This is an optimization exercise on Yosys and OpenROAD, whose aim is small area, not a production implementation. Only simulation tests tie the RTL to the original design; equivalence was not proved. No activity file was given, so power comes from the tool's default toggle rates.

Setup of garnet:
==> flow/design.v (excerpt) <==
module CC_HIT_DATA_FIFO
(
    input   wire                clk,
    input   wire                rst_n,
    output  wire                full_o,
    output  wire                afull_o,
    input   wire                wren_i,
    input   wire    [517:0]     wdata_i,
    output  wire                empty_o,
    output  wire                aempty_o,
    input   wire                rden_i,
    output  wire    [517:0]     rdata_o
);
    CC_FIFO #(
        .FIFO_DEPTH         (8),
        .DATA_WIDTH         (518),
        .AFULL_THRESHOLD    (6),
        .AEMPTY_THRESHOLD   (0)
    ) u_hit_data_fifo (
        .clk                (clk),
        .rst_n              (rst_n),
        .full_o             (full_o),
        .afull_o            (afull_o),
        .wren_i             (wren_i),
        .wdata_i            (wdata_i),
        .empty_o            (empty_o),
        .aempty_o           (aempty_o),
        .rden_i             (rden_i),
        .rdata_o            (rdata_o)
    );
endmodule
Size: ~1000 I/O pins, about 150000 µm² of cells after synthesis.
export LEC_CHECK = 0
export CAP_MARGIN = 10
export CORE_MARGIN = 2
export CORE_UTILIZATION = 79
export CTS_BUF_LIST = sky130_fd_sc_hd__clkbuf_8
export CTS_CLUSTER_DIAMETER = 60
export CTS_CLUSTER_SIZE = 18
export PLACE_DENSITY = 0.88
export SLEW_MARGIN = 10
export SYNTH_MEMORY_MAX_BITS = 16384
create_clock -name core_clock -period 5.0 [get_ports {clk}]
standard.sh (not shown) runs the stock make flow with config.mk's settings and CLKGATE_MAP_FILE= SYNTH_SCRIPT=/design/flow/synth_recipe.tcl, a recipe that flattens the netlist after the stock synthesis.
==> flow/flow/run.sh <==
#!/bin/bash
# The standard layout, with
# - the read multiplexer of the standard synthesis remapped to a222oi cells
#   (flow/patch_mux.py; registers and everything else untouched);
# - the port buffers made of the smallest buffer (sky130_fd_sc_hd__buf_1)
#   instead of the one buffer_ports picks by default;
# - clock tree synthesis without dummy loads, with clkbuf_8 sink clusters.
set -euo pipefail
R=orfs/results/sky130hd/CC_HIT_DATA_FIFO/base
CTS="-sink_clustering_enable -repair_clock_nets -dont_use_dummy_load"
CTS="$CTS -sink_clustering_size 18 -sink_clustering_max_diameter 60"
CTS="$CTS -buf_list {sky130_fd_sc_hd__clkbuf_8}"
KNOBS=(BUFFER_PORTS_ARGS="-buffer_cell sky130_fd_sc_hd__buf_1" CTS_ARGS="$CTS")

bash standard.sh "${KNOBS[@]}" synth > flow_synth.log 2>&1
cp $R/1_2_yosys.v $R/1_2_yosys_standard.v
python3 flow/patch_mux.py $R/1_2_yosys_standard.v $R/1_2_yosys.v > flow_patch.log 2>&1
rm -f $R/1_synth.odb $R/1_synth.sdc
bash standard.sh "${KNOBS[@]}" finish > flow_finish.log 2>&1
Other scripts of this flow, unchanged in this note and not shown: flow/flow/patch_mux.py
garnet completed; timing, DRC and antenna clean
The inputs of willow differ from those of garnet as listed below.
Settings: swapping 79 for 82 in CORE_UTILIZATION; swapping 0.88 for 0.9 in PLACE_DENSITY.
Findings:
Per the comparison of willow with garnet, clock-buffer cell count went down; insertion delay of the later-clocked pin in the worst-skew pair neither gained nor lost much; global-route wire length before repair up about 0.7%; cell count after placement went down 0.89%.
Compared with garnet, willow shows die area that has gone down by a few percent.
Comparing garnet with willow, the power came out essentially unchanged.
On wire length, garnet beats willow.
What onyx does differently from willow at the input level:
Settings: PLACE_DENSITY changed from 0.9 to 0.86; CORE_UTILIZATION changed from 82 to 76.
Findings:
Per the final summary, onyx finished and its layout is clean on timing, DRC and antenna. willow → onyx: final worst setup slack decreased by 0.23 ns relative to the old numbers; die area up about 8%. onyx vs willow — met1 routing resource usage after global routing dropped 4.2 points. Area added between synthesis and finish: onyx vs willow up 0.43 points. Run comparison: willow start point of the critical path u_hit_data_fifo.rdsel[7]; onyx start point of the critical path u_hit_data_fifo.rdsel[4].
Changes in raven relative to onyx:
Settings: swapping 18 for 16 in CTS_CLUSTER_SIZE.
diff --git a/flow/flow/run.sh b/flow/flow/run.sh
--- a/flow/flow/run.sh
+++ b/flow/flow/run.sh
@@ -11 +11 @@
-CTS="$CTS -sink_clustering_size 18 -sink_clustering_max_diameter 60"
+CTS="$CTS -sink_clustering_size 16 -sink_clustering_max_diameter 60"
Findings:
Status: cell area parity (raven, onyx)
Compared with onyx, raven shows a higher fmax.
raven reports a higher power per cell area than onyx does.
Register fraction of the total cell area essentially unchanged between raven and onyx.
As far as number of sequential cells in the layout goes, onyx and raven are indistinguishable; the numbers are identical.
Of raven and onyx, the run reporting the lower layout-stage area growth over the synthesis result was onyx.
Clock slew at the register clock pins of the worst setup and hold paths delta (onyx -> raven): insignificant
Across both runs, shortest clock period the worst path allows after layout was lower for raven than for onyx.
Looking at critical path capture point, the rdata_o[470] result is from onyx; the rdata_o[201] one comes from raven.
For the delay contributed by the slowest stage of the critical path, raven came in 0.14 ns lower than onyx did.

-- re-timing with driven ports --
Ports are ideal in the flow. The routed layouts listed here were re-timed in OpenROAD.
Step 1: set_driving_cell puts a clkbuf_16 on clk and a buf_2 on each other input, an assumption about the parent block.
Step 2 adds t to the input delays and takes it off the output delays; t is the mean of the earliest and latest rising clock arrival at the registers after step 1. Input paths then give back, and output paths get back, about the clock's delay inside the block.
Three values: ideal, step 1, step 2; two values: the first two.
| run | shift t [ns] | slack for setup (ns) | clock arrival spread, ns |
|---|---|---|---|
| garnet | 1.195 | 0.181 / 0.084 / 0.602 | 0.109 / 0.110 |
| willow | 1.210 | 0.296 / 0.197 / 0.937 | 0.060 / 0.060 |
| onyx | 1.207 | 0.063 / -0.036 / 0.569 | 0.074 / 0.073 |
| raven | 1.210 | 0.162 / 0.067 / 0.801 | 0.078 / 0.077 |
After both steps every run listed still meets setup and hold.
